Source: an optimization exercise on an open RTL-to-GDS flow (aim: small area). Production flows keep margins and buffers that such runs may drop. Where RTL was checked, it was by simulation tests only, not by an equivalence proof against the original. Function not checked in runs 1 to 4 and 6: the RTL went through the layout flow alone. No driver is modelled on the clock port, so clocking that relies on it looks cheaper here than on a real chip. Power figures rest on the tool's default switching activity, not on a simulated workload.

--- flow/design.v ---
module iic #(
    parameter CLK_MAIN = 50000000,
    parameter SCL_DIV = 800000,
    parameter MAX_IIC_SEND_BYTE = 2
)(
    input  wire clk,
    input  wire rst_n,
    input  wire iic_start,
    input  wire iic_read_now,
    input  wire [15:0] iic_send_cnt,
    input  wire [15:0] iic_read_cnt,
    input  wire [MAX_IIC_SEND_BYTE * 8 - 1 : 0] iic_cmd_pack,
    output reg iic_data_valid,
    output reg [7:0] iic_data,
    input wire iic_error_reset,
    output reg iic_error,
    output wire scl,
    output wire sda_oe,
    output wire sda_out,
    input  wire sda_in,
    input  wire [6:0] slave_address
);
    localparam [63:0] PHASE_INC_WIDE = (64'd1 << 32) * SCL_DIV / CLK_MAIN;
    localparam [29:0] INC = PHASE_INC_WIDE[31:2];
    localparam [3:0] IDLE    = 4'd0,
                     START   = 4'd1,
                     SEND    = 4'd2,
                     R_ACK   = 4'd3,
                     READ    = 4'd4,
                     W_ACK   = 4'd5,
                     RESTART = 4'd6,
                     STOP    = 4'd7,
                     STOP2   = 4'd8;    
    reg [3:0] state;
    wire run = (state != IDLE) && (state != STOP2);
    reg  [29:0] acc;
    wire [30:0] acc_c;
    wire [29:0] acc_s;
    assign acc_c[0] = 1'b0;
    genvar gi;
    generate
        for (gi = 0; gi < 30; gi = gi + 1) begin : g_acc
            if (INC[gi]) begin : g_one
                assign acc_s[gi] = ~(acc[gi] ^ acc_c[gi]);
                assign acc_c[gi+1] = acc[gi] | acc_c[gi];
            end else begin : g_zero
                assign acc_s[gi] = acc[gi] ^ acc_c[gi];
                assign acc_c[gi+1] = acc[gi] & acc_c[gi];
            end
        end
    endgenerate
    wire [30:0] next_acc = {acc_c[30], acc_s};
    wire tick = next_acc[30];
    always @(posedge clk)
        acc <= run ? next_acc[29:0] : 30'd0;
    reg qt;
    always @(posedge clk)
        qt <= run & ~acc[29] & next_acc[29];
    reg scl_shadow;
    always @(posedge clk or negedge rst_n)
        if (!rst_n) scl_shadow <= 1'b1;
        else if (tick) scl_shadow <= ~scl_shadow;
    assign scl = scl_shadow;
    wire qh = qt & scl_shadow;
    wire ql = qt & ~scl_shadow;
    reg [7:0]  data_shift;
    reg [2:0]  bit_cnt;
    reg [15:0] var_read_cnt;
    reg [1:0]  sendc;        
    reg        read_now;
    reg        restart_once;
    reg        sda_shadow;
    assign sda_oe = (state == START) || (state == SEND) || (state == STOP) ||
                    (state == STOP2) || (state == RESTART) || (state == W_ACK);
    assign sda_out = sda_shadow;
    wire [16:0] rcnt_b;
    wire [15:0] rcnt_dec;
    assign rcnt_b[0] = 1'b1;
    generate
        for (gi = 0; gi < 16; gi = gi + 1) begin : g_rc
            assign rcnt_dec[gi] = var_read_cnt[gi] ^ rcnt_b[gi];
            assign rcnt_b[gi+1] = ~var_read_cnt[gi] & rcnt_b[gi];
        end
    endgenerate
    wire rcnt_zero = rcnt_b[16];
    always @(posedge clk) begin
        if (state == IDLE) begin
            read_now     <= iic_read_now;
            var_read_cnt <= iic_read_cnt;
            sendc        <= iic_send_cnt[0] ? 2'd2 : 2'd1;
        end
        if (state == IDLE || state == STOP2)
            restart_once <= 1'b0;
        if (state == RESTART)
            restart_once <= 1'b1;
        if ((state == START && qh))
            data_shift <= {slave_address, 1'b0};
        if ((state == RESTART && qh))
            data_shift <= {slave_address, 1'b1};
        if (state == R_ACK && qh && !sda_in && sendc != 2'd0)
            data_shift <= (sendc == 2'd3) ? iic_cmd_pack[15:8] : iic_cmd_pack[7:0];
        if (state == R_ACK && ql && !iic_error && sendc != 2'd0)
            sendc <= (sendc == 2'd2) ? 2'd3 : 2'd0;
        if (state == W_ACK && ql)
            var_read_cnt <= rcnt_dec;
    end
    always @(posedge clk or negedge rst_n) begin
        if (!rst_n) begin
            state <= IDLE;
            sda_shadow <= 1'b1;
            bit_cnt <= 3'd0;
            iic_data_valid <= 1'b0;
            iic_data <= 8'd0;
            iic_error <= 1'b0;
        end else begin
            iic_data_valid <= (state == W_ACK) && qh;
            case (state)
                IDLE:
                    if (iic_error) begin
                        if (iic_error_reset) iic_error <= 1'b0;
                    end else if (iic_start)
                        state <= START;
                START: begin
                    if (qh) sda_shadow <= 1'b0;
                    if (ql) state <= SEND;
                end
                SEND: begin
                    sda_shadow <= data_shift[~bit_cnt];
                    if (ql) begin
                        bit_cnt <= bit_cnt + 3'd1;
                        if (bit_cnt == 3'd7) state <= R_ACK;
                    end
                end
                R_ACK: begin
                    if (qh) begin
                        if (sda_in) begin
                            iic_error <= 1'b1;
                            sda_shadow <= 1'b0;
                        end else if (sendc == 2'd0) begin
                            if (!read_now) sda_shadow <= 1'b0;
                            else if (!restart_once) sda_shadow <= 1'b1;
                        end
                    end
                    if (ql) begin
                        if (iic_error) state <= STOP;
                        else if (sendc != 2'd0) state <= SEND;
                        else if (!read_now) state <= STOP;
                        else if (restart_once) state <= READ;
                        else state <= RESTART;
                    end
                end
                READ: begin
                    if (qh) iic_data[~bit_cnt] <= sda_in;
                    if (ql) begin
                        bit_cnt <= bit_cnt + 3'd1;
                        if (bit_cnt == 3'd7) begin
                            state <= W_ACK;
                            sda_shadow <= rcnt_zero;
                        end
                    end
                end
                W_ACK:
                    if (ql) begin
                        if (rcnt_zero) begin
                            sda_shadow <= 1'b0;
                            state <= STOP;
                        end else
                            state <= READ;
                    end
                RESTART: begin
                    if (qh) sda_shadow <= 1'b0;
                    if (ql) state <= SEND;
                end
                STOP:
                    if (qh) begin
                        sda_shadow <= 1'b1;
                        state <= STOP2;
                    end
                STOP2:
                    state <= IDLE;
                default: state <= IDLE;
            endcase
        end
    end
endmodule
--- flow/run.sh ---
#!/bin/bash
# synth_recipe.tcl (not shown) runs the flow's synth.tcl, then flattens the netlist and writes it again
# the make line also repeats each setting of config.mk as NAME=value (left out here)
make -C /OpenROAD-flow-scripts/flow DESIGN_CONFIG=/design/flow/config.mk WORK_HOME=/design/flow/orfs CLKGATE_MAP_FILE= SYNTH_SCRIPT=/design/flow/synth_recipe.tcl finish
--- flow/config.mk ---
export PLATFORM = sky130hd
export DESIGN_NAME = iic
export DESIGN_NICKNAME = iic
export VERILOG_FILES = /design/flow/design.v
export SDC_FILE = /design/flow/constraint.sdc
export NUM_CORES = 4
export LEC_CHECK = 0
export CAP_MARGIN = 20
export CORE_MARGIN = 2
export CORE_UTILIZATION = 40
export SLEW_MARGIN = 20
--- flow/constraint.sdc ---
create_clock -name core_clock -period 20.0 [get_ports {clk}]
set_input_delay 4.0000 -clock core_clock [delete_from_list [all_inputs] [get_ports {clk}]]
set_output_delay 4.0000 -clock core_clock [all_outputs]
set_load 0.01 [all_outputs]
==> results.py, run 1 <==
metrics = {
    "global_routing": {
        "track_usage_pct": 14.37,
        "antenna_found_initial": 0,
        "grt_pass1_vias": 2759,
        "grt-ovfl-total": 0,
        "grt_pass1_wl_mm": 12.76,
        "grt_max_degree": 34,
    },
    "clock_network": {
        "post-cts-setup-buffer-count": 0,
        "path_clk_slew_ns": 0.08,
        "hold_buffers": 0,
        "cts-root-buf": "clkbuf_8",
        "htree_levels": 3,
        "post_cts_resized": 0,
        "numCtsBuffers": 9,
        "cts_tree": "built",
        "clockBufferDepth": 2,
        "cts_sinks": 78,
        "clock_latency_ns": 0.35,
    },
    "critical_path": {
        "crit_path_top_delay_cell": "or3_1",
        "crit_buf_inv": 1,
        "worst-path-max-fanout": 22,
        "cp-start-kind": "register",
        "cp-end-kind": "output pin",
        "critical_path.top_delay_family": "simple AND/OR/NAND/NOR gates",
        "r2r_slack_ns": 14.05,
        "max_stage_delay_ns": 0.74,
        "critPathArrivalTime_ns": 2.57,
        "path_cells": "or3_1, a21oi_1, clkdlybuf4s50_1",
        "path_class": "register to output pin",
        "required_ns": 16.00,
    },
    "route": {
        "antenna_left": 0,
        "drtPass1Iterations": 4,
        "vias": 2843,
        "wire_per_inst_um": 12.29,
        "initialDrtViolationCount": 94,
        "drc": 0,
        "vias_per_cell": 4.860,
        "drt-total-wl_mm": 7.190,
    },
    "power_and_ir_drop": {
        "swShare_pct": 34.07,
        "leakage_nw": 2.174,
        "seqPwrFrac_pct": 46.2,
        "p_int_w": 0.0003611,
        "comb_power_share_pct": 34.4,
        "power.density_mw_per_mm2": 111.8,
        "peakVddDrop_v": 0.00004336,
        "p_clk_share_pct": 19.3,
        "p_sw_w": 0.0001866,
    },
    "place": {
        "place_congestion": 0.8281,
        "place_area_sq_mm": 0.004722,
        "place_inst": 569,
        "port_buffers": 58,
        "dpl.hpwl_mm": 5.209,
    },
    "synth": {
        "syn_inst": 393,
        "synth_nets": 503,
        "synthArstFlopShare_pct": 24.36,
        "synth_top_family_by_area": "adder cells",
        "netlist_area_sq_mm": 0.004046,
        "ys_warn_count": 1,
        "ys_seq_area_share_pct": 47.68,
        "netlist.area_leader.share_pct": 20.04,
        "synthTopCellsByArea": "edfxtp_1, dfxtp_1, ha_1",
        "synth_top_cells_by_count": "ha_1, inv_1, nand2_1, dfxtp_1, nor2_1",
        "synth_seq_cells": 78,
        "synth-edff-count": 27,
        "synth_simple_gate_area_share_pct": 15.12,
        "synth_xor_area_share_pct": 0.8658,
        "synth_top_cell_by_area": "edfxtp_1",
        "synthAdderAreaFrac_pct": 15.15,
        "synth_ff_type": "dfxtp_1",
        "synth.distinct_cells": 51,
        "muxShareOfSynthArea_pct": 4.978,
        "yosysMostFrequentCell": "ha_1",
        "syn-mean-instance-area_sq_um": 10.30,
        "synth-compound-area-share_pct": 9.709,
    },
    "sta": {
        "min_period_ns": 6.566,
        "rsz0062_at_grt": "false",
        "setup_viol": 0,
        "timing.final.hold_violations": 0,
        "fmax_mhz": 152.3,
        "setup_tns_ns": 0,
        "slew-limit-headroom_pct": 34.69,
        "drv_slew": 0,
        "final.period_utilization_pct": 32.83,
        "timing.hold.ws_ns": 0.4262,
        "skew_ns": 0.01860,
        "tightestPinTransition_ns": 0.9721,
    },
    "hold_path": {
        "hp-class": "register to register",
    },
    "final_layout": {
        "final_cells": 585,
        "area_growth_pct": 21.03,
        "finalNetCount": 557,
        "drive_gt1_share_pct": 7.301,
        "antenna_cells_inserted": 0,
        "fin_area_sq_mm": 0.004897,
    },
    "outcome": {
        "status": "complete, no violations",
    },
    "die": {
        "start_util_pct": 41.21,
        "boundaryPins": 74,
        "floorplan.die_area_sq_mm": 0.01094,
        "core_area_sq_mm": 0.009819,
        "die_w_um": 104.6,
        "rows": 36,
        "die_h_um": 104.6,
    },
    "job": {
        "cap_violations": 0,
    },
}
sequential cells by signal, indices dropped and copies added (netlist names):
register / cells
var_read_cnt: 16
iic_data_valid: 1
scl_shadow: 1
acc: 30
state: 4
iic_data: 8
restart_once: 1
bit_cnt: 3
sendc: 2
data_shift: 8
iic_error: 1
sda_shadow: 1
qt: 1
read_now: 1
power by group through the flow:
| stage | clock network (W) | logic, W | registers [W] |
|---|---|---|---|
| 2_1_floorplan | 0 | 0.000163 | 0.000235 |
| 5_1_grt | 0.000117 | 0.000228 | 0.000260 |
| 4_1_cts | 0.000110 | 0.000193 | 0.000253 |
| 3_3_place_gp | 0 | 0.000186 | 0.000255 |
| 3_5_place_dp | 0 | 0.000191 | 0.000257 |
| 6_report | 0.000106 | 0.000189 | 0.000253 |
metal layers:
layer	up-vias	global-route usage [%]	wire [um]
met3	11	3.681	323
met2	55	21.52	3145
met4	0	6.762	138
met5	-	0	0
li1	1454	-	-
met1	1323	19.45	3583
layout by cell type (no fill, tap or decap), drive strengths merged, types with 5 or more instances in the layout:
cell type and n:
nor3 9, clkbuf 11, edfxtp 27, nand2 35
nor2 29, inv 48, dfrtp 17, and2 21
mux2i 10, dfxtp 32, mux2 5, nand2b 6
o21ai 28, nor2b 5, a21oi 13, ha 49
clkdlybuf4s50 58
final timing paths:
kind                                      startpoint                 endpoint  cells past startpoint
min in group asynchronous                      rst_n  iic_data[7]$_DFFE_PN0P_                      1
max in group asynchronous                      rst_n     state[1]$_DFFE_PN0P_                      1
worst max-delay path            state[1]$_DFFE_PN0P_                   sda_oe                      3
worst min register to register     acc[0]$_SDFF_PN0_        acc[0]$_SDFF_PN0_                      1
worst max register to register     acc[0]$_SDFF_PN0_               qt$_DFF_P_                     43
worst min-delay path               acc[0]$_SDFF_PN0_        acc[0]$_SDFF_PN0_                      1
cells by family (layout without fill, tap and decap cells):
kind of cell    Yosys count  count (layout)
simple gates            118             118
flops                    78              78
buf+inv                  64             123
compound gates           63              63
fa+ha+maj                49              49
mux                      17              17
xor+xnor                  4               4
area by class of cell:
class,count,area (sq um)
clock buffers,11,141.4
repair buffers,60,595.6
fillers,973,4922
multi-input cells,251,1854
flip-flops and latches,78,1929
clock inverters,5,33.78
inverters,47,176.4
well taps,133,166.4
metrics by stage:
step	setup WS (ns)	power [W]	util, %
6_report	13.43	0.0005477	49.87
2_1_floorplan	14.34	0.0003979	-
3_5_place_dp	13.77	0.0004481	48.09
3_3_place_gp	13.78	0.0004404	48.09
4_1_cts	13.37	0.0005566	49.87
5_1_grt	13.23	0.0006047	49.87
==> run 2: changes to the inputs <==
--- a/flow/design.v
+++ b/flow/design.v
@@ -24,11 +24,11 @@
     localparam [29:0] INC = PHASE_INC_WIDE[31:2];
-    localparam [3:0] IDLE    = 4'd0,
-                     START   = 4'd1,
-                     SEND    = 4'd2,
-                     R_ACK   = 4'd3,
-                     READ    = 4'd4,
-                     W_ACK   = 4'd5,
-                     RESTART = 4'd6,
-                     STOP    = 4'd7,
-                     STOP2   = 4'd8;    
+    localparam [3:0] IDLE    = 4'b0000,
+                     R_ACK   = 4'b0001,
+                     READ    = 4'b0010,
+                     START   = 4'b1000,
+                     SEND    = 4'b1001,
+                     RESTART = 4'b1010,
+                     W_ACK   = 4'b1011,
+                     STOP    = 4'b1100,
+                     STOP2   = 4'b1101;    
     reg [3:0] state;
@@ -57,3 +57,3 @@
     always @(posedge clk)
-        qt <= run & ~acc[29] & next_acc[29];
+        qt <= ~acc[29] & next_acc[29];
     reg scl_shadow;
@@ -67,2 +67,3 @@
     reg [2:0]  bit_cnt;
+    wire bit_last = (bit_cnt == 3'd0);
     reg [15:0] var_read_cnt;
@@ -72,8 +73,8 @@
     reg        sda_shadow;
-    assign sda_oe = (state == START) || (state == SEND) || (state == STOP) ||
-                    (state == STOP2) || (state == RESTART) || (state == W_ACK);
+    assign sda_oe = state[3];
     assign sda_out = sda_shadow;
+    wire rcnt_step = (state == READ) && ql && bit_last;
     wire [16:0] rcnt_b;
     wire [15:0] rcnt_dec;
-    assign rcnt_b[0] = 1'b1;
+    assign rcnt_b[0] = rcnt_step;
     generate
@@ -84,7 +85,14 @@
     endgenerate
-    wire rcnt_zero = rcnt_b[16];
+    wire rcnt_zero = rcnt_b[16];    
+    always @(posedge clk)
+        if (state != SEND && state != READ)
+            bit_cnt <= 3'd7;
+        else
+            bit_cnt <= {bit_cnt[2] ^ (ql & ~bit_cnt[1] & ~bit_cnt[0]),
+                        bit_cnt[1] ^ (ql & ~bit_cnt[0]),
+                        bit_cnt[0] ^ ql};
     always @(posedge clk) begin
+        var_read_cnt <= (state == IDLE) ? iic_read_cnt : rcnt_dec;
         if (state == IDLE) begin
             read_now     <= iic_read_now;
-            var_read_cnt <= iic_read_cnt;
             sendc        <= iic_send_cnt[0] ? 2'd2 : 2'd1;
@@ -103,4 +111,2 @@
             sendc <= (sendc == 2'd2) ? 2'd3 : 2'd0;
-        if (state == W_ACK && ql)
-            var_read_cnt <= rcnt_dec;
     end
@@ -110,3 +116,2 @@
             sda_shadow <= 1'b1;
-            bit_cnt <= 3'd0;
             iic_data_valid <= 1'b0;
@@ -127,7 +132,4 @@
                 SEND: begin
-                    sda_shadow <= data_shift[~bit_cnt];
-                    if (ql) begin
-                        bit_cnt <= bit_cnt + 3'd1;
-                        if (bit_cnt == 3'd7) state <= R_ACK;
-                    end
+                    sda_shadow <= data_shift[bit_cnt];
+                    if (ql && bit_last) state <= R_ACK;
                 end
@@ -152,6 +154,5 @@
                 READ: begin
-                    if (qh) iic_data[~bit_cnt] <= sda_in;
+                    if (qh) iic_data[bit_cnt] <= sda_in;
                     if (ql) begin
-                        bit_cnt <= bit_cnt + 3'd1;
-                        if (bit_cnt == 3'd7) begin
+                        if (bit_last) begin
                             state <= W_ACK;
@@ -163,3 +164,3 @@
                     if (ql) begin
-                        if (rcnt_zero) begin
+                        if (sda_shadow) begin    
                             sda_shadow <= 1'b0;
==> flow/flow/run.sh (new file) <==
#!/bin/bash
# Own layout flow: the standard synthesis, then the combinational logic re-mapped
# with a stronger ABC script (registers untouched), then the standard ORFS layout
# with the port buffers made of the smallest buffer.
set -euo pipefail
W=$(pwd)
R=$W/orfs/results/$FLOW_PLATFORM/iic/base
LIB=$FLOW_HOME/platforms/$FLOW_PLATFORM/lib/sky130_fd_sc_hd__tt_025C_1v80.lib
YOSYS=yosys
[ -x "$FLOW_HOME/../tools/install/yosys/bin/yosys" ] && YOSYS=$FLOW_HOME/../tools/install/yosys/bin/yosys

bash standard.sh "$R/1_2_yosys.v" > synth_standard.log 2>&1
cp "$R/1_2_yosys.v" "$W/1_2_yosys_standard.v"

sed -e "s|@LIB@|$LIB|g" -e "s|@IN@|$W/1_2_yosys_standard.v|g" -e "s|@TOP@|$FLOW_TOP|g" \
    -e "s|@ABC@|$W/flow/reopt.abc|g" -e "s|@STAT@|$W/reopt_stat.txt|g" -e "s|@OUT@|$W/1_2_yosys_reopt.v|g" \
    flow/reopt.ys > reopt_run.ys
"$YOSYS" -s reopt_run.ys > reopt.log 2>&1
cp "$W/1_2_yosys_reopt.v" "$R/1_2_yosys.v"

CTS="-sink_clustering_enable -repair_clock_nets -dont_use_dummy_load -buf_list sky130_fd_sc_hd__clkbuf_4 -root_buf sky130_fd_sc_hd__clkbuf_4 -sink_clustering_size 12 -sink_clustering_max_diameter 50"
bash standard.sh BUFFER_PORTS_ARGS="-buffer_cell sky130_fd_sc_hd__buf_1" CTS_ARGS="$CTS" finish > layout.log 2>&1
==> flow/flow/reopt.abc (new file) <==
strash
&get -n
&deepsyn -T 60
&put
strash
&get -n
&dch -f
&nf -R 1000
&put
topo
==> flow/flow/reopt.ys (new file) <==
# Re-map the combinational logic of the standard synthesis netlist with a stronger
# ABC script. Registers (cell instances, names and types) are left untouched.
read_liberty -ignore_miss_func @LIB@
read_verilog @IN@
hierarchy -top @TOP@
setattr -mod -set keep_hierarchy 1 sky130_fd_sc_hd__df* sky130_fd_sc_hd__edf* sky130_fd_sc_hd__sdf* sky130_fd_sc_hd__dl*
flatten
opt_clean -purge
opt
abc -script @ABC@ -liberty @LIB@ -dont_use *probe* -dont_use *lpflow* -dont_use *clkbuf* -dont_use *clkinv* -dont_use *clkdly* -dont_use *dlygate* -dont_use *dlymetal* @TOP@
opt_clean -purge
setundef -zero
splitnets
opt_clean -purge
hilomap -singleton -hicell sky130_fd_sc_hd__conb_1 HI -locell sky130_fd_sc_hd__conb_1 LO
select @TOP@
tee -o @STAT@ stat -liberty @LIB@
write_verilog -noattr -nohex -nodec -selected @OUT@
==> flow/standard.sh (new file) <==
#!/bin/bash
# synth_recipe.tcl (not shown) runs the flow's synth.tcl, then flattens the netlist and writes it again
# the make line also repeats each setting of config.mk as NAME=value (left out here)
make -C /OpenROAD-flow-scripts/flow DESIGN_CONFIG=/design/flow/config.mk WORK_HOME=/design/flow/orfs CLKGATE_MAP_FILE= SYNTH_SCRIPT=/design/flow/synth_recipe.tcl "${@:-finish}"
--- a/flow/config.mk
+++ b/flow/config.mk
@@ -9,3 +9,3 @@
 export CORE_MARGIN = 2
-export CORE_UTILIZATION = 40
+export CORE_UTILIZATION = 60
 export SLEW_MARGIN = 20
removed: flow/run.sh
==> run 2 against run 1 <==
Compared with the run above:
- core utilization rose by 21 points
- clock power fell by 38%
- hold slack improved by 0.013 ns
- clock-buffer cell count fell by 2
- synthesized cell count fell by 7.6%
- total power fell by 57%
- global-route usage rose by 8.0 points
- critical path depth fell by 2
- clock skew rose by 0.017 ns
- sequential power fell by 36%
- cell area fell by 26%
- register-to-register slack improved by 0.87 ns
- critical path type unchanged
- largest power group unchanged
==> results.py, run 2 <==
metrics = {
    "outcome": {
        "status": "complete, no violations",
    },
    "final_layout": {
        "reg_top3": "acc x30, var_read_cnt x16",
        "layout_common_cells": "nor2_1, buf_1, dfxtp_1, o21ai_0, nand2_1",
        "finalNetCount": 495,
        "drive_gt1_share_pct": 3.241,
        "area_growth_pct": 12.05,
        "regMostFlops": "acc",
        "antenna_cells_inserted": 0,
        "largest_register_ffs": 30,
        "layout_commonest_cell": "nor2_1",
    },
    "synth": {
        "syn-mean-instance-area_sq_um": 8.951,
        "syn_inst": 363,
        "ys_warn_count": 1,
        "synth_nets": 424,
        "netlist_area_sq_mm": 0.003249,
    },
    "sta": {
        "rsz0062_at_grt": "false",
        "tightestPinTransition_ns": 0.9799,
        "setup_tns_ns": 0,
        "timing.final.hold_violations": 0,
        "slew-limit-headroom_pct": 34.67,
        "setup_viol": 0,
        "timing.hold.ws_ns": 0.4388,
        "final.period_utilization_pct": 25.94,
        "fmax_mhz": 192.7,
        "skew_ns": 0.03542,
        "drv_slew": 0,
        "min_period_ns": 5.189,
    },
    "global_routing": {
        "grt_max_degree": 34,
        "track_usage_pct": 22.36,
        "grt_pass1_wl_mm": 10.69,
        "grt-ovfl-total": 0,
        "grt_pass1_vias": 2544,
        "antenna_found_initial": 0,
    },
    "route": {
        "wl_met1_mm": 2.962,
        "drt-total-wl_mm": 6.250,
        "wl_met3_um": 257,
        "drtPass1Iterations": 5,
        "initialDrtViolationCount": 142,
        "vias": 2760,
        "top_layer_used": "met4",
        "drc": 0,
        "wire_per_inst_um": 12.45,
        "vias_per_cell": 5.498,
        "route.met2.wl_mm": 2.927,
        "antenna_left": 0,
    },
    "clock_network": {
        "clockBufferDepth": 2,
        "numCtsBuffers": 9,
        "path_clk_slew_ns": 0.12,
        "post-cts-setup-buffer-count": 0,
        "post_cts_resized": 0,
        "htree_levels": 3,
        "cts_sinks": 78,
        "hold_buffers": 0,
        "clock_latency_ns": 0.42,
        "cts_tree": "built",
        "cts-root-buf": "clkbuf_4",
    },
    "hold_path": {
        "min-delay-start": "acc[0]$_SDFF_PN0_",
        "hold_end": "acc[0]$_SDFF_PN0_",
        "hold_depth": 1,
        "hp-class": "register to register",
    },
    "place": {
        "place_congestion": 0.8869,
        "dpl.hpwl_mm": 4.565,
        "port_buffers": 58,
    },
    "power_and_ir_drop": {
        "swShare_pct": 20.91,
        "comb_power_share_pct": 3.0,
        "p_int_w": 0.0001856,
        "p_clk_share_pct": 27.9,
        "p_sw_w": 0.00004907,
        "leakage_nw": 1.357,
        "power.density_mw_per_mm2": 64.44,
        "seqPwrFrac_pct": 69.1,
        "peakVddDrop_v": 0.00005019,
    },
    "die": {
        "start_util_pct": 62.82,
        "core_area_sq_mm": 0.005172,
        "floorplan.die_area_sq_mm": 0.006020,
        "boundaryPins": 74,
        "die_h_um": 77.59,
        "die_w_um": 77.59,
        "rows": 26,
    },
    "critical_path": {
        "path_class": "register to output pin",
        "cp-start-kind": "register",
        "r2r-end": "acc[29]$_SDFF_PN0_",
        "cp-end-kind": "output pin",
        "crit_buf_inv": 1,
        "rr_startpoint": "acc[0]$_SDFF_PN0_",
        "critPathArrivalTime_ns": 1.19,
        "crit_path_top_delay_cell": "dfstp_2",
        "r2r_slack_ns": 14.92,
        "max_stage_delay_ns": 0.59,
        "rr_worst_depth": 19,
        "critical_path.top_delay_family": "flip-flops",
        "critical_path_depth": 1,
        "worst-path-max-fanout": 6,
        "required_ns": 16.00,
        "path_cells": "buf_1",
    },
    "job": {
        "cap_violations": 0,
    },
}
[run 2: layout make-up]
cell class                 instances  area (sq um)
inverter                           5         18.77
fill                             411          1531
multi-input combinational        280          1480
tap                               70         87.58
sequential                        78          1754
clock buffer                       9         67.56
timing repair buffer              60         232.7
[run 2: power groups by stage]
stage / sequential (W) / combinational, W / clock [W]
after floorplan: 0.000165 / 0.00000267 / 0
after global placement: 0.000165 / 0.00000688 / 0
after detailed placement: 0.000166 / 0.00000712 / 0
after CTS: 0.000162 / 0.00000716 / 0.0000685
after global routing: 0.000162 / 0.00000825 / 0.0000740
final: 0.000162 / 0.00000706 / 0.0000655
[run 2: worst max path at each step]
stage,startpoint,to,slack (ns)
3_5_place_dp,sda_in,data_shift[3]$_DFFE_PP_,14.58
2_1_floorplan,sda_in,data_shift[1]$_DFFE_PP_,14.21
3_3_place_gp,sda_in,data_shift[3]$_DFFE_PP_,14.61
5_1_grt,acc[0]$_SDFF_PN0_,acc[29]$_SDFF_PN0_,14.54
6_report,scl_shadow$_DFFE_PN1P_,scl,14.81
4_1_cts,scl_shadow$_DFFE_PN1P_,scl,14.79
[run 2: through the flow]
step	setup WS, ns	instance area (sq um)	util [%]	cells	power [W]
finish	14.81	3641	70.39	502	0.0002346
global route	14.54	3641	70.39	502	0.0002447
CTS	14.79	3641	70.39	502	0.0002377
detailed placement	14.58	3573	69.09	493	0.0001726
global placement	14.61	3573	69.09	493	0.0001723
floorplan	14.21	3249	-	363	0.0001680
[run 2: routing by layer]
layer,track usage (%),up-vias
met4,10.71,0
met2,36.55,61
met3,4.767,12
met1,28.21,1244
li1,-,1443
met5,0,-
==> run 3: changes to the inputs <==
--- a/flow/design.v
+++ b/flow/design.v
@@ -109,2 +109,4 @@
             data_shift <= (sendc == 2'd3) ? iic_cmd_pack[15:8] : iic_cmd_pack[7:0];
+        if (state == SEND && ql)
+            data_shift <= {data_shift[6:0], 1'b0};
         if (state == R_ACK && ql && !iic_error && sendc != 2'd0)
@@ -132,3 +134,3 @@
                 SEND: begin
-                    sda_shadow <= data_shift[bit_cnt];
+                    sda_shadow <= data_shift[7];
                     if (ql && bit_last) state <= R_ACK;
==> run 3 against run 2 <==
Compared with the run above:
- still clean
- clock skew down 0.0051 ns
- combinational power down 0.8%
- sequential cell count unchanged
- register-to-register slack better by 0.15 ns
- wire length up 0.27%
- clock power up 0.9%
- largest power group unchanged
==> results.py, run 3 <==
metrics = {
    "outcome": {
        "status": "complete, no violations",
    },
    "critical_path": {
        "worst-path-max-fanout": 9,
        "cp-end-kind": "register",
        "rr_worst_depth": 12,
        "rr_startpoint": "scl_shadow$_DFFE_PN1P_",
        "r2r_slack_ns": 15.07,
        "critical_path.top_delay_family": "simple AND/OR/NAND/NOR gates",
        "path_common_cell": "nor2_1",
        "critPathArrivalTime_ns": 5.65,
        "path_class": "primary input to register",
        "r2r-end": "sda_shadow$_DFFE_PN1P_",
        "max_stage_delay_ns": 0.44,
        "required_ns": 20.27,
        "cp-start-kind": "primary input",
        "crit_path_top_delay_cell": "nor2_1",
        "crit_buf_inv": 3,
        "path_cells": "buf_1, nor2_1, nand4_1, inv_1, nor2_1, o31ai_1, buf_4, a222oi_1, o21ai_0",
    },
    "sta": {
        "min_period_ns": 5.386,
        "timing.final.hold_violations": 0,
        "setup_viol": 0,
        "fmax_mhz": 185.7,
        "worst_slack_ns": 14.61,
        "setup_tns_ns": 0,
        "slew-limit-headroom_pct": 38.07,
        "rsz0062_at_grt": "false",
        "skew_ns": 0.03029,
        "tightestPinTransition_ns": 0.9219,
        "drv_slew": 0,
        "final.period_utilization_pct": 26.93,
    },
    "die": {
        "core_area_sq_mm": 0.005140,
        "floorplan.die_area_sq_mm": 0.005961,
        "die_h_um": 77.21,
        "rows": 26,
        "die_w_um": 77.21,
        "boundaryPins": 74,
        "start_util_pct": 62.56,
    },
    "power_and_ir_drop": {
        "swShare_pct": 21.16,
        "leakage_nw": 1.378,
        "power.density_mw_per_mm2": 65.11,
        "p_clk_share_pct": 28.2,
        "p_int_w": 0.0001850,
        "peakVddDrop_v": 0.00004316,
        "seqPwrFrac_pct": 68.8,
        "p_sw_w": 0.00004966,
        "power.total_w": 0.0002346,
        "comb_power_share_pct": 3.0,
    },
    "synth": {
        "synth_nets": 413,
        "syn_inst": 352,
        "netlist_area_sq_mm": 0.003216,
        "ys_warn_count": 1,
        "syn-mean-instance-area_sq_um": 9.135,
    },
    "job": {
        "cap_violations": 0,
    },
    "global_routing": {
        "track_usage_pct": 22.49,
        "grt_pass1_vias": 2577,
        "grt_max_degree": 28,
        "grt-ovfl-total": 0,
        "grt_pass1_wl_mm": 11.00,
        "antenna_found_initial": 0,
    },
    "hold_path": {
        "min-delay-start": "acc[0]$_SDFF_PN0_",
        "hp-class": "register to register",
        "hold_end": "acc[0]$_SDFF_PN0_",
        "hold_depth": 1,
    },
    "clock_network": {
        "cts_tree": "built",
        "post_cts_resized": 0,
        "cts-root-buf": "clkbuf_4",
        "htree_levels": 3,
        "clockBufferDepth": 2,
        "path_clk_slew_ns": 0.09,
        "post-cts-setup-buffer-count": 0,
        "cts_sinks": 78,
        "clock_latency_ns": 0.40,
        "numCtsBuffers": 9,
        "hold_buffers": 0,
    },
    "place": {
        "place_ws_ns": 14.20,
        "dpl.hpwl_mm": 4.432,
        "place_congestion": 0.8583,
        "place_inst": 482,
        "place_area_sq_mm": 0.003536,
        "port_buffers": 58,
    },
    "route": {
        "initialDrtViolationCount": 192,
        "drt-total-wl_mm": 6.267,
        "vias_per_cell": 5.678,
        "drtPass1Iterations": 5,
        "wire_per_inst_um": 12.76,
        "drc": 0,
        "vias": 2788,
        "antenna_left": 0,
    },
    "final_layout": {
        "area_growth_pct": 12.06,
        "drive_gt1_share_pct": 3.088,
        "finalNetCount": 484,
        "largest_register_ffs": 30,
        "fin_area_sq_mm": 0.003603,
        "reg_top3": "acc x30, var_read_cnt x16",
        "antenna_cells_inserted": 0,
        "layout_commonest_cell": "buf_1",
        "layout_common_cells": "buf_1, dfxtp_1, o21ai_0, nor2_1, nand2_1",
        "final_cells": 491,
        "regMostFlops": "acc",
    },
}
## run 3: area by class of cell
class,instances,area [sq um]
sequential,78,1744
fill,440,1536
multi-input combinational,266,1441
timing repair buffer,60,232.7
tap,70,87.58
clock buffer,9,67.56
inverter,8,30.03
## run 3: worst max-delay path by stage
stage	start	to	slack, ns	cells past startpoint
finish	sda_in	data_shift[0]$_SDFFE_PP0P_	14.61	9
detailed placement	sda_in	data_shift[0]$_SDFFE_PP0P_	14.20	9
global placement	sda_in	data_shift[0]$_SDFFE_PP0P_	14.22	9
CTS	sda_in	data_shift[0]$_SDFFE_PP0P_	14.64	9
floorplan	sda_in	data_shift[0]$_SDFFE_PP0P_	14.70	7
global route	sda_in	data_shift[0]$_SDFFE_PP0P_	14.40	9
## run 3: metal layers
metal / part of all wire, % / vias to the layer above / GRT usage, % / wire length, um
li1: - / 1428 / - / -
met1: 49 / 1294 / 29.92 / 3046
met2: 46 / 58 / 36.00 / 2892
met3: 4.4 / 8 / 3.882 / 274
met5: 0 / - / 0 / 0
met4: 0.85 / 0 / 10.00 / 53
## run 3: stage by stage
stage	utilization [%]	hold WS, ns
floorplan	-	0.4095
global placement	68.79	0.4177
detailed placement	68.79	0.4265
CTS	70.11	0.4392
global route	70.11	0.4465
finish	70.11	0.4356
## run 3: power by group through the flow
stage / Clock (W) / Sequential, W / Combinational (W)
2_1_floorplan: 0 / 0.000165 / 0.00000241
3_3_place_gp: 0 / 0.000165 / 0.00000681
3_5_place_dp: 0 / 0.000165 / 0.00000703
4_1_cts: 0.0000676 / 0.000162 / 0.00000707
5_1_grt: 0.0000725 / 0.000162 / 0.00000815
6_report: 0.0000661 / 0.000162 / 0.00000700
==> run 4: changes to the inputs <==
--- a/flow/flow/run.sh
+++ b/flow/flow/run.sh
@@ -20,3 +20,3 @@
 
-CTS="-sink_clustering_enable -repair_clock_nets -dont_use_dummy_load -buf_list sky130_fd_sc_hd__clkbuf_4 -root_buf sky130_fd_sc_hd__clkbuf_4 -sink_clustering_size 12 -sink_clustering_max_diameter 50"
+CTS="-sink_clustering_enable -repair_clock_nets -dont_use_dummy_load -buf_list {sky130_fd_sc_hd__clkbuf_4 sky130_fd_sc_hd__clkbuf_8} -root_buf sky130_fd_sc_hd__clkbuf_8 -sink_clustering_size 12 -sink_clustering_max_diameter 50"
 bash standard.sh BUFFER_PORTS_ARGS="-buffer_cell sky130_fd_sc_hd__buf_1" CTS_ARGS="$CTS" finish > layout.log 2>&1
--- a/flow/config.mk
+++ b/flow/config.mk
@@ -10,2 +10,3 @@
 export CORE_UTILIZATION = 60
+export GPL_TIMING_DRIVEN = 0
 export SLEW_MARGIN = 20
==> run 4 against run 3 <==
Compared with the run above:
- clock power rose by about 30%
- first-iteration DRC count rose by 9.4%
- clock-buffer cell count did not move
- global-route usage rose by 0.67 points
- die area did not move
- cell area rose by 1.4%
- final cell count fell by 0.41%
- hold slack improved by 0.012 ns
- combinational power barely moved
- area after synthesis did not move
==> results.py, run 4 <==
metrics = {
    "synth": {
        "ys_warn_count": 1,
        "synth_nets": 413,
        "syn_inst": 352,
        "syn-mean-instance-area_sq_um": 9.135,
        "netlist_area_sq_mm": 0.003216,
    },
    "final_layout": {
        "regMostFlops": "acc",
        "area_growth_pct": 13.62,
        "reg_top3": "acc x30, var_read_cnt x16",
        "antenna_cells_inserted": 0,
        "fillCellCount": 431,
        "layout_common_cells": "buf_1, dfxtp_1, o21ai_0, nor2_1, nand2_1",
        "finalNetCount": 482,
        "drive_gt1_share_pct": 3.103,
        "largest_register_ffs": 30,
        "layout_commonest_cell": "buf_1",
    },
    "die": {
        "floorplan.die_area_sq_mm": 0.005961,
        "core_area_sq_mm": 0.005140,
        "boundaryPins": 74,
        "die_w_um": 77.21,
        "die_h_um": 77.21,
        "rows": 26,
        "start_util_pct": 62.56,
    },
    "power_and_ir_drop": {
        "p_int_w": 0.0002042,
        "power.density_mw_per_mm2": 69.73,
        "seqPwrFrac_pct": 63.4,
        "leakage_nw": 1.395,
        "p_clk_share_pct": 33.8,
        "p_sw_w": 0.00005056,
        "comb_power_share_pct": 2.7,
        "power.total_w": 0.0002548,
        "swShare_pct": 19.85,
        "peakVddDrop_v": 0.00004729,
    },
    "critical_path": {
        "rr_worst_depth": 12,
        "worst-path-max-fanout": 9,
        "cp-end-kind": "register",
        "r2r-end": "var_read_cnt[15]$_DFF_P_",
        "worstSetupEndpoint": "data_shift[0]$_SDFFE_PP0P_",
        "startpoint": "sda_in",
        "rr_startpoint": "scl_shadow$_DFFE_PN1P_",
        "required_ns": 20.18,
        "cp-start-kind": "primary input",
        "path_class": "primary input to register",
        "critPathArrivalTime_ns": 5.76,
        "r2r_slack_ns": 15.11,
    },
    "route": {
        "wire_per_inst_um": 13.11,
        "drt-total-wl_mm": 6.412,
        "vias_per_cell": 5.761,
        "antenna_left": 0,
        "drtPass1Iterations": 5,
        "drc": 0,
        "vias": 2817,
        "initialDrtViolationCount": 210,
    },
    "sta": {
        "min_period_ns": 5.575,
        "fmax_mhz": 179.4,
        "setup_viol": 0,
        "final.period_utilization_pct": 27.87,
        "rsz0062_at_grt": "false",
        "tightestPinTransition_ns": 0.9504,
        "timing.hold.ws_ns": 0.4475,
        "timing.final.hold_violations": 0,
        "drv_slew": 0,
        "worst_slack_ns": 14.43,
        "setup_tns_ns": 0,
        "slew-limit-headroom_pct": 36.15,
        "skew_ns": 0.01796,
    },
    "global_routing": {
        "antenna_found_initial": 0,
        "grt_max_degree": 28,
        "grt_pass1_wl_mm": 11.07,
        "grt_pass1_vias": 2578,
        "track_usage_pct": 23.16,
        "grt-ovfl-total": 0,
    },
    "place": {
        "port_buffers": 58,
        "place_ws_ns": 13.99,
        "dpl.hpwl_mm": 4.597,
        "place_congestion": 0.8733,
    },
    "clock_network": {
        "htree_levels": 3,
        "hold_buffers": 0,
        "path_clk_slew_ns": 0.07,
        "numCtsBuffers": 9,
        "post-cts-setup-buffer-count": 0,
        "cts-root-buf": "clkbuf_8",
        "cts_tree": "built",
        "post_cts_resized": 0,
        "cts_sinks": 78,
        "clock_latency_ns": 0.34,
        "clockBufferDepth": 2,
    },
    "job": {
        "cap_violations": 0,
    },
    "hold_path": {
        "hold_depth": 1,
        "hp-class": "register to register",
    },
    "outcome": {
        "status": "complete, no violations",
    },
}
==> run 4: layout make-up <==
class | instances | area (sq um) | area share (%)
clock buffer | 9 | 123.9 | 3.390
inverter | 8 | 30.03 | 0.8219
multi-input combinational | 266 | 1450 | 39.69
sequential | 78 | 1744 | 47.74
tap | 70 | 87.58 | 2.397
timing repair buffer | 58 | 217.7 | 5.959
==> run 4: layer usage <==
metal / GRT usage (%) / up-vias / part of all wire, %
met2: 38.52 / 103 / 47
met4: 7.321 / 0 / 1.4
met3: 7.882 / 14 / 7.2
met1: 28.30 / 1279 / 44
met5: 0 / - / 0
li1: - / 1421 / -
==> run 4: worst max-delay path, cell delays in order <==
cell and delay (ns):
buf_1 0.22, nor2_1 0.10, nand4_1 0.12, inv_1 0.06, nor2_1 0.46, o31ai_2 0.32
a222oi_1 0.33, o21ai_0 0.13
==> run 4: how the worst min path moves through the flow <==
stage,from,endpoint,slack [ns]
floorplan,acc[0]$_SDFF_PN0_,acc[0]$_SDFF_PN0_,0.41
global placement,acc[0]$_SDFF_PN0_,acc[0]$_SDFF_PN0_,0.42
detailed placement,acc[0]$_SDFF_PN0_,acc[0]$_SDFF_PN0_,0.44
CTS,acc[0]$_SDFF_PN0_,acc[0]$_SDFF_PN0_,0.45
global route,acc[0]$_SDFF_PN0_,acc[0]$_SDFF_PN0_,0.47
finish,acc[0]$_SDFF_PN0_,acc[0]$_SDFF_PN0_,0.45
==> run 4: power groups by stage <==
| stage | Combinational (W) | Clock, W | Sequential [W] |
|---|---|---|---|
| 3_3_place_gp | 0.00000682 | 0 | 0.000165 |
| 6_report | 0.00000697 | 0.0000862 | 0.000162 |
| 4_1_cts | 0.00000708 | 0.0000894 | 0.000162 |
| 3_5_place_dp | 0.00000704 | 0 | 0.000165 |
| 2_1_floorplan | 0.00000241 | 0 | 0.000165 |
| 5_1_grt | 0.00000810 | 0.0000952 | 0.000162 |
==> run 4: through the flow <==
stage,util (%),instance area [sq um],std cells
2_1_floorplan,-,3216,352
4_1_cts,70.98,3649,489
3_3_place_gp,68.50,3521,480
5_1_grt,71.08,3654,489
3_5_place_dp,68.57,3525,480
6_report,71.08,3654,489
==> run 5: changes to the inputs <==
--- a/flow/design.v
+++ b/flow/design.v
@@ -57,3 +57,3 @@
     always @(posedge clk)
-        qt <= ~acc[29] & next_acc[29];
+        qt <= run & ~acc[29] & next_acc[29];
     reg scl_shadow;
@@ -67,3 +67,2 @@
     reg [2:0]  bit_cnt;
-    wire bit_last = (bit_cnt == 3'd0);
     reg [15:0] var_read_cnt;
@@ -75,6 +74,5 @@
     assign sda_out = sda_shadow;
-    wire rcnt_step = (state == READ) && ql && bit_last;
     wire [16:0] rcnt_b;
     wire [15:0] rcnt_dec;
-    assign rcnt_b[0] = rcnt_step;
+    assign rcnt_b[0] = 1'b1;
     generate
@@ -85,3 +83,4 @@
     endgenerate
-    wire rcnt_zero = rcnt_b[16];    
+    wire rcnt_zero = rcnt_b[16];
+    wire bit_last = (bit_cnt == 3'd0);
     always @(posedge clk)
@@ -89,10 +88,8 @@
             bit_cnt <= 3'd7;
-        else
-            bit_cnt <= {bit_cnt[2] ^ (ql & ~bit_cnt[1] & ~bit_cnt[0]),
-                        bit_cnt[1] ^ (ql & ~bit_cnt[0]),
-                        bit_cnt[0] ^ ql};
+        else if (ql)
+            bit_cnt <= {bit_cnt[2] ^ (bit_cnt[1:0] == 2'b00), bit_cnt[1] ^ ~bit_cnt[0], ~bit_cnt[0]};
     always @(posedge clk) begin
-        var_read_cnt <= (state == IDLE) ? iic_read_cnt : rcnt_dec;
         if (state == IDLE) begin
             read_now     <= iic_read_now;
+            var_read_cnt <= iic_read_cnt;
             sendc        <= iic_send_cnt[0] ? 2'd2 : 2'd1;
@@ -109,6 +106,6 @@
             data_shift <= (sendc == 2'd3) ? iic_cmd_pack[15:8] : iic_cmd_pack[7:0];
-        if (state == SEND && ql)
-            data_shift <= {data_shift[6:0], 1'b0};
         if (state == R_ACK && ql && !iic_error && sendc != 2'd0)
             sendc <= (sendc == 2'd2) ? 2'd3 : 2'd0;
+        if (state == W_ACK && ql)
+            var_read_cnt <= rcnt_dec;
     end
@@ -134,3 +131,3 @@
                 SEND: begin
-                    sda_shadow <= data_shift[7];
+                    sda_shadow <= data_shift[bit_cnt];
                     if (ql && bit_last) state <= R_ACK;
@@ -166,3 +163,3 @@
                     if (ql) begin
-                        if (sda_shadow) begin    
+                        if (rcnt_zero) begin
                             sda_shadow <= 1'b0;
--- a/flow/flow/run.sh
+++ b/flow/flow/run.sh
@@ -20,3 +20,2 @@
 
-CTS="-sink_clustering_enable -repair_clock_nets -dont_use_dummy_load -buf_list {sky130_fd_sc_hd__clkbuf_4 sky130_fd_sc_hd__clkbuf_8} -root_buf sky130_fd_sc_hd__clkbuf_8 -sink_clustering_size 12 -sink_clustering_max_diameter 50"
-bash standard.sh BUFFER_PORTS_ARGS="-buffer_cell sky130_fd_sc_hd__buf_1" CTS_ARGS="$CTS" finish > layout.log 2>&1
+bash standard.sh BUFFER_PORTS_ARGS="-buffer_cell sky130_fd_sc_hd__buf_1" finish > layout.log 2>&1
--- a/flow/flow/reopt.ys
+++ b/flow/flow/reopt.ys
@@ -9,3 +9,3 @@
 opt
-abc -script @ABC@ -liberty @LIB@ -dont_use *probe* -dont_use *lpflow* -dont_use *clkbuf* -dont_use *clkinv* -dont_use *clkdly* -dont_use *dlygate* -dont_use *dlymetal* @TOP@
+abc -script @ABC@ -liberty @LIB@ -dont_use *probe* -dont_use *lpflow* -dont_use *clkbuf* -dont_use *clkinv* -dont_use *clkdly* -dont_use *dlygate* -dont_use *dlymetal*
 opt_clean -purge
--- a/flow/config.mk
+++ b/flow/config.mk
@@ -9,4 +9,3 @@
 export CORE_MARGIN = 2
-export CORE_UTILIZATION = 60
-export GPL_TIMING_DRIVEN = 0
+export CORE_UTILIZATION = 40
 export SLEW_MARGIN = 20
==> run 5 against run 4 <==
Compared with the run above:
- cell area grew 9.4%
- global-route usage is 7.8 points lower
- sequential power barely moved
- non-clock buffer count is 1 higher
- core utilization fell by 23 points
- register-to-register slack lost 0.08 ns
- clock-buffer cell count grew 3
- wire length up 8.3%
- synthesized cell count increased by 2.6%
- die area rose by 57%
- largest cell class unchanged
- total power grew 13%
==> results.py, run 5 <==
metrics = {
    "outcome": {
        "status": "complete, no violations",
    },
    "die": {
        "start_util_pct": 41.61,
        "die_h_um": 96.68,
        "core_area_sq_mm": 0.008258,
        "boundaryPins": 74,
        "die_w_um": 96.68,
        "rows": 33,
        "floorplan.die_area_sq_mm": 0.009347,
    },
    "global_routing": {
        "grt_pass1_vias": 2689,
        "antenna_found_initial": 0,
        "track_usage_pct": 15.38,
        "grt_pass1_wl_mm": 11.89,
        "grt_max_degree": 32,
        "grt-ovfl-total": 0,
    },
    "critical_path": {
        "crit_path_top_delay_cell": "nor4_1",
        "critPathArrivalTime_ns": 5.38,
        "path_class": "primary input to register",
        "worst-path-max-fanout": 10,
        "path_cells": "buf_1, nor4_1, buf_4, nand3_1, o22ai_1, nor2_1",
        "critical_path.top_delay_family": "simple AND/OR/NAND/NOR gates",
        "cp-end-kind": "register",
        "required_ns": 20.10,
        "crit_buf_inv": 2,
        "r2r_slack_ns": 15.03,
        "cp-start-kind": "primary input",
        "max_stage_delay_ns": 0.43,
    },
    "clock_network": {
        "cts_sinks": 78,
        "cts_tree": "built",
        "post_cts_resized": 0,
        "clock_latency_ns": 0.34,
        "htree_levels": 3,
        "post-cts-setup-buffer-count": 0,
        "numCtsBuffers": 9,
        "cts-root-buf": "clkbuf_8",
        "clockBufferDepth": 2,
        "hold_buffers": 0,
        "path_clk_slew_ns": 0.08,
    },
    "route": {
        "drtPass1Iterations": 4,
        "wire_per_inst_um": 12.83,
        "drt-total-wl_mm": 6.942,
        "vias_per_cell": 5.183,
        "drc": 0,
        "vias": 2804,
        "initialDrtViolationCount": 129,
        "antenna_left": 0,
    },
    "sta": {
        "slew-limit-headroom_pct": 32.97,
        "drv_slew": 0,
        "final.period_utilization_pct": 26.41,
        "fmax_mhz": 189.3,
        "setup_viol": 0,
        "worst_slack_ns": 14.72,
        "skew_ns": 0.009143,
        "timing.final.hold_violations": 0,
        "setup_tns_ns": 0,
        "min_period_ns": 5.282,
        "rsz0062_at_grt": "false",
        "tightestPinTransition_ns": 1.004,
    },
    "final_layout": {
        "drive_gt1_share_pct": 4.817,
        "final_cells": 541,
        "layout_common_cells": "nor2_1, buf_1, dfxtp_1, a21oi_1",
        "regMostFlops": "acc",
        "antenna_cells_inserted": 0,
        "reg_top3": "acc x30, var_read_cnt x16",
        "layout_commonest_cell": "nor2_1",
        "largest_register_ffs": 30,
        "finalNetCount": 492,
        "area_growth_pct": 16.31,
    },
    "synth": {
        "netlist_area_sq_mm": 0.003436,
        "synth_nets": 422,
        "ys_warn_count": 1,
        "syn-mean-instance-area_sq_um": 9.517,
        "syn_inst": 361,
    },
    "place": {
        "place_congestion": 0.8047,
        "place_ws_ns": 14.36,
        "port_buffers": 58,
        "dpl.hpwl_mm": 5.036,
        "place_inst": 525,
    },
    "power_and_ir_drop": {
        "leakage_nw": 1.433,
        "power.density_mw_per_mm2": 71.72,
        "peakVddDrop_v": 0.00004450,
    },
    "hold_path": {
        "hp-class": "register to register",
    },
    "job": {
        "cap_violations": 0,
    },
}
-- run 5: stage by stage --
stage / util [%] / power (W) / cell area, sq um / hold slack [ns]
3_3_place_gp: 45.95 / 0.0001745 / 3795 / 0.4201
5_1_grt: 48.39 / 0.0002977 / 3996 / 0.4807
3_5_place_dp: 45.95 / 0.0001747 / 3795 / 0.4294
4_1_cts: 48.39 / 0.0002909 / 3996 / 0.4479
6_report: 48.39 / 0.0002866 / 3996 / 0.4420
2_1_floorplan: - / 0.0001701 / 3436 / 0.4095
-- run 5: final timing paths --
kind / from / endpoint / cells past startpoint
min in group asynchronous: rst_n / iic_data[7]$_DFFE_PN0P_ / 1
max in group asynchronous: rst_n / iic_error$_DFFE_PN0P_ / 1
min: acc[0]$_SDFF_PN0_ / acc[0]$_SDFF_PN0_ / 1
min reg2reg: acc[0]$_SDFF_PN0_ / acc[0]$_SDFF_PN0_ / 1
max reg2reg: acc[0]$_SDFF_PN0_ / qt$_DFF_P_ / 20
max: sda_in / data_shift[1]$_DFFE_PP_ / 6
-- run 5: layer usage --
metal	up-vias	global-route usage (%)	part of all wire [%]
met5	-	0	0
met4	0	5.959	1.5
met3	9	4.118	4.0
met2	42	25.85	49
met1	1298	18.86	46
li1	1455	-	-
-- run 5: final cells by class --
cell class | instances | area [sq um]
well taps | 105 | 131.4
clock inverters | 4 | 25.02
repair buffers | 59 | 225.2
fillers | 834 | 4262
clock buffers | 12 | 176.4
flip-flops and latches | 78 | 1914
inverters | 6 | 22.52
multi-input cells | 277 | 1501
-- run 5: where the power goes --
part | total (W) | internal (W) | switching [W]
registers | 0.000164 | 0.000164 | 0
clock network | 0.000116 | 0.0000595 | 0.0000561
logic | 0.00000694 | 0.00000348 | 0.00000347
total | 0.000287 | 0.000227 | 0.0000596
-- run 5: worst register-to-register path, cell delays in order, from the launching register on --
cell and delay (ns):
dfxtp_1 0.33, and2_0 0.23, or4_1 0.47, and2_0 0.24
or3_1 0.38, and2_0 0.21, and2_0 0.23, o21a_1 0.23
a21oi_1 0.18, nor2b_1 0.10, and3_1 0.23, or3_1 0.37
and3_1 0.25, and3_1 0.24, a21oi_1 0.18, nor2b_1 0.09
and2_0 0.22, and3_1 0.24, nand2_1 0.10, nor3b_1 0.24
nor2b_1 0.15
==> run 6: changes to the inputs <==
--- a/flow/design.v
+++ b/flow/design.v
@@ -57,3 +57,3 @@
     always @(posedge clk)
-        qt <= run & ~acc[29] & next_acc[29];
+        qt <= ~acc[29] & next_acc[29];
     reg scl_shadow;
@@ -67,2 +67,3 @@
     reg [2:0]  bit_cnt;
+    wire bit_last = (bit_cnt == 3'd0);
     reg [15:0] var_read_cnt;
@@ -74,5 +75,6 @@
     assign sda_out = sda_shadow;
+    wire rcnt_step = (state == READ) && ql && bit_last;
     wire [16:0] rcnt_b;
     wire [15:0] rcnt_dec;
-    assign rcnt_b[0] = 1'b1;
+    assign rcnt_b[0] = rcnt_step;
     generate
@@ -83,4 +85,3 @@
     endgenerate
-    wire rcnt_zero = rcnt_b[16];
-    wire bit_last = (bit_cnt == 3'd0);
+    wire rcnt_zero = rcnt_b[16];    
     always @(posedge clk)
@@ -88,8 +89,10 @@
             bit_cnt <= 3'd7;
-        else if (ql)
-            bit_cnt <= {bit_cnt[2] ^ (bit_cnt[1:0] == 2'b00), bit_cnt[1] ^ ~bit_cnt[0], ~bit_cnt[0]};
+        else
+            bit_cnt <= {bit_cnt[2] ^ (ql & ~bit_cnt[1] & ~bit_cnt[0]),
+                        bit_cnt[1] ^ (ql & ~bit_cnt[0]),
+                        bit_cnt[0] ^ ql};
     always @(posedge clk) begin
+        var_read_cnt <= (state == IDLE) ? iic_read_cnt : rcnt_dec;
         if (state == IDLE) begin
             read_now     <= iic_read_now;
-            var_read_cnt <= iic_read_cnt;
             sendc        <= iic_send_cnt[0] ? 2'd2 : 2'd1;
@@ -106,6 +109,6 @@
             data_shift <= (sendc == 2'd3) ? iic_cmd_pack[15:8] : iic_cmd_pack[7:0];
+        if (state == SEND && ql)
+            data_shift <= {data_shift[6:0], 1'b0};
         if (state == R_ACK && ql && !iic_error && sendc != 2'd0)
             sendc <= (sendc == 2'd2) ? 2'd3 : 2'd0;
-        if (state == W_ACK && ql)
-            var_read_cnt <= rcnt_dec;
     end
@@ -131,3 +134,3 @@
                 SEND: begin
-                    sda_shadow <= data_shift[bit_cnt];
+                    sda_shadow <= data_shift[7];
                     if (ql && bit_last) state <= R_ACK;
@@ -163,3 +166,3 @@
                     if (ql) begin
-                        if (rcnt_zero) begin
+                        if (sda_shadow) begin    
                             sda_shadow <= 1'b0;
--- a/flow/flow/run.sh
+++ b/flow/flow/run.sh
@@ -20,2 +20,7 @@
 
-bash standard.sh BUFFER_PORTS_ARGS="-buffer_cell sky130_fd_sc_hd__buf_1" finish > layout.log 2>&1
+# clock: the sinks split into 3 groups, each driven by one clkbuf_8 placed at its centre
+# (flow/clock_buffers.tcl, run before CTS); CTS itself then only checks the port net
+export CLK_GX=2 CLK_GY=2 CLK_BUF=sky130_fd_sc_hd__clkbuf_8
+CTS="-clk_nets clk -dont_use_dummy_load -buf_list sky130_fd_sc_hd__clkbuf_8"
+bash standard.sh BUFFER_PORTS_ARGS="-buffer_cell sky130_fd_sc_hd__buf_1" CTS_ARGS="$CTS" \
+    PRE_CTS_TCL="$W/flow/clock_buffers.tcl" finish > layout.log 2>&1
==> flow/flow/clock_buffers.tcl (new file) <==
# Split the clock sinks into a grid of groups and drive each group with one clock buffer
set dbu [[ord::get_db_tech] getDbUnitsPerMicron]
set gx $::env(CLK_GX); set gy $::env(CLK_GY); set cb $::env(CLK_BUF)
set sinks {}
foreach pin [get_pins -hierarchical */CLK] {
  set inst [[sta::sta_to_db_pin $pin] getInst]
  set loc [$inst getLocation]
  lappend sinks [list [get_full_name $pin] [expr [lindex $loc 0]/double($dbu)] [expr [lindex $loc 1]/double($dbu)]]
}
set n [llength $sinks]
set sx [lsort -real -index 1 $sinks]
set per [expr int(ceil($n / double($gx)))]
set g 0
for {set i 0} {$i < $gx} {incr i} {
  set col [lsort -real -index 2 [lrange $sx [expr $i*$per] [expr ($i+1)*$per-1]]]
  set per2 [expr int(ceil([llength $col] / double($gy)))]
  for {set j 0} {$j < $gy} {incr j} {
    set grp [lrange $col [expr $j*$per2] [expr ($j+1)*$per2-1]]
    if {[llength $grp] == 0} continue
    set xs 0; set ys 0; set pins {}
    foreach s $grp { set xs [expr $xs+[lindex $s 1]]; set ys [expr $ys+[lindex $s 2]]; lappend pins [get_pins [lindex $s 0]] }
    set cx [expr $xs/[llength $grp]]; set cy [expr $ys/[llength $grp]]
    insert_buffer -buffer_cell $cb -net clk -load_pins $pins -location [list $cx $cy] -buffer_name clkbuf_g$g
    puts "clock group $g: [llength $grp] sinks at $cx $cy"
    incr g
  }
}
--- a/flow/flow/reopt.ys
+++ b/flow/flow/reopt.ys
@@ -9,3 +9,3 @@
 opt
-abc -script @ABC@ -liberty @LIB@ -dont_use *probe* -dont_use *lpflow* -dont_use *clkbuf* -dont_use *clkinv* -dont_use *clkdly* -dont_use *dlygate* -dont_use *dlymetal*
+abc -script @ABC@ -liberty @LIB@ -dont_use *probe* -dont_use *lpflow* -dont_use *clkbuf* -dont_use *clkinv* -dont_use *clkdly* -dont_use *dlygate* -dont_use *dlymetal* @TOP@
 opt_clean -purge
--- a/flow/config.mk
+++ b/flow/config.mk
@@ -9,3 +9,4 @@
 export CORE_MARGIN = 2
-export CORE_UTILIZATION = 40
+export CORE_UTILIZATION = 60
+export GPL_TIMING_DRIVEN = 0
 export SLEW_MARGIN = 20
==> run 6 against run 5 <==
Compared with the run above:
- largest power group unchanged
- clock power shrank 52%
- global-route usage grew 5.9 points
- critical path depth grew 2
- still clean
- critical endpoint is now data_shift[0]$_SDFFE_PP0P_
- register-to-register slack gained 0.08 ns
- final cell count shrank 11%
- critical path type unchanged
- die area shrank 36%
==> results.py, run 6 <==
metrics = {
    "sta": {
        "setup_tns_ns": 0,
        "setup_viol": 0,
        "timing.hold.ws_ns": 0.4466,
        "drv_slew": 0,
        "skew_ns": 0.006966,
        "worst_slack_ns": 14.27,
        "final.period_utilization_pct": 28.67,
        "slew-limit-headroom_pct": 37.73,
        "min_period_ns": 5.734,
        "timing.final.hold_violations": 0,
        "tightestPinTransition_ns": 0.9269,
        "fmax_mhz": 174.4,
        "rsz0062_at_grt": "false",
    },
    "final_layout": {
        "regMostFlops": "acc",
        "area_growth_pct": 11.48,
        "layout_commonest_cell": "buf_1",
        "reg_top3": "acc x30, var_read_cnt x16",
        "layout_common_cells": "buf_1, dfxtp_1, o21ai_0, nor2_1, nand2_1",
        "drive_gt1_share_pct": 1.932,
        "finalNetCount": 477,
        "largest_register_ffs": 30,
        "antenna_cells_inserted": 0,
    },
    "critical_path": {
        "crit_path_top_delay_cell": "nor2_1",
        "path_class": "primary input to register",
        "critPathArrivalTime_ns": 5.77,
        "max_stage_delay_ns": 0.47,
        "cp-start-kind": "primary input",
        "crit_buf_inv": 2,
        "worst-path-max-fanout": 9,
        "required_ns": 20.04,
        "startpoint": "sda_in",
        "path_common_cell": "nor2_1",
        "path_cells": "buf_1, nor2_1, nand4_1, inv_1, nor2_1, o31ai_2, a222oi_1, o21ai_0",
        "rr_startpoint": "scl_shadow$_DFFE_PN1P_",
        "critical_path.top_delay_family": "compound AO/OA/AOI/OAI gates",
        "cp-end-kind": "register",
    },
    "outcome": {
        "status": "complete, no violations",
    },
    "synth": {
        "ys_warn_count": 1,
        "syn-mean-instance-area_sq_um": 9.135,
        "syn_inst": 352,
        "synth_nets": 413,
        "netlist_area_sq_mm": 0.003216,
    },
    "place": {
        "port_buffers": 58,
        "dpl.hpwl_mm": 4.597,
        "place_congestion": 0.8733,
        "place_ws_ns": 13.99,
    },
    "die": {
        "core_area_sq_mm": 0.005140,
        "die_h_um": 77.21,
        "start_util_pct": 62.56,
        "floorplan.die_area_sq_mm": 0.005961,
        "boundaryPins": 74,
        "die_w_um": 77.21,
        "rows": 26,
    },
    "route": {
        "vias_per_cell": 5.764,
        "vias": 2790,
        "antenna_left": 0,
        "wire_per_inst_um": 13.02,
        "initialDrtViolationCount": 204,
        "drtPass1Iterations": 5,
        "drc": 0,
        "drt-total-wl_mm": 6.300,
    },
    "power_and_ir_drop": {
        "power.total_w": 0.0002240,
        "peakVddDrop_v": 0.00007224,
        "leakage_nw": 1.359,
        "power.density_mw_per_mm2": 62.50,
    },
    "clock_network": {
        "hold_buffers": 0,
        "post_cts_resized": 0,
        "clock_latency_ns": 0.17,
        "post-cts-setup-buffer-count": 0,
        "path_clk_slew_ns": 0.11,
    },
    "global_routing": {
        "grt_pass1_vias": 2589,
        "grt-ovfl-total": 0,
        "grt_max_degree": 28,
        "antenna_found_initial": 0,
        "grt_pass1_wl_mm": 10.94,
        "track_usage_pct": 21.25,
    },
    "hold_path": {
        "min-delay-start": "acc[0]$_SDFF_PN0_",
        "hp-class": "register to register",
    },
    "job": {
        "cap_violations": 0,
    },
}
==> run 6: changes by cell type in the layout (fill, tap and decap cells not counted), moves of 8 or more <==
| cell | change |
|---|---|
| nand2b_1 | -8 |
| nor3_1 | -11 |
| nand2_1 | +15 |
| edfxtp_1 | -17 |
| dfxtp_1 | +17 |
| nor2_1 | -19 |
| o21ai_0 | +23 |
==> run 6: final cells by class, clock buffers not listed <==
cell class | instances | area [sq um]
Tap cell | 70 | 87.58
Inverter | 8 | 30.03
Fill cell | 443 | 1555
Multi-Input combinational cell | 266 | 1450
Timing Repair Buffer | 58 | 217.7
Sequential cell | 78 | 1744
==> run 6: stage by stage <==
step	instance area, sq um	instances	utilization, %
after global routing	3585	484	69.74
final	3585	484	69.74
after CTS	3580	484	69.64
after floorplan	3216	352	-
after global placement	3521	480	68.50
after detailed placement	3525	480	68.57
==> run 6: metal layers <==
layer	global-route usage, %	vias to the layer above	routed length (um)
li1	-	1410	-
met1	27.92	1258	2833
met2	38.61	108	2974
met3	1.412	14	407
met4	4.286	0	85
met5	0	-	0
==> run 6: power by group <==
group | total, W | switching [W] | internal [W]
clock | 0.0000555 | 0.0000368 | 0.0000187
combinational | 0.00000698 | 0.00000351 | 0.00000347
sequential | 0.000162 | 0.00000105 | 0.000160
==> run 6: worst paths after layout <==
path,cells after the start,slack [ns],to
max in group asynchronous,1,15.56,state[3]$_DFFE_PN0P_
worst min register to register,1,0.45,acc[0]$_SDFF_PN0_
worst max register to register,12,15.11,sda_shadow$_DFFE_PN1P_
min in group asynchronous,1,3.91,iic_data[3]$_DFFE_PN0P_
worst min-delay path,1,0.45,acc[0]$_SDFF_PN0_
worst max-delay path,8,14.27,data_shift[0]$_SDFFE_PP0P_

## re-timing with driven ports
Ports are ideal in the flow. The routed layouts listed here were re-timed in OpenROAD.
Step 1 assumes that a clkbuf_16 drives the clock port and a buf_2 every other input.
Step 2 times the ports against the registers' clock, not the clock port: input delays grow and output delays shrink by t, the midpoint of the rising clock arrivals with the driver on.
a / b / c = no drivers / after step 1 / after step 2; a / b = the first two.
run	shift t [ns]	setup slack, ns	worst setup path after step 2
run 1	0.376	13.434 / 13.404 / 13.780	register to output
run 2	0.431	14.811 / 14.785 / 14.590	input to register
run 3	0.415	14.614 / 14.615 / 14.199	input to register
run 4	0.358	14.426 / 14.433 / 14.075	input to register
run 5	0.371	14.718 / 14.729 / 14.357	input to register
run 6	0.220	14.266 / 14.301 / 14.081	input to register
After both steps setup and hold are still met in every run listed. For run 3, which loses most, drivers alone change the setup slack by +0.001 ns; drivers and shift together by -0.415 ns.
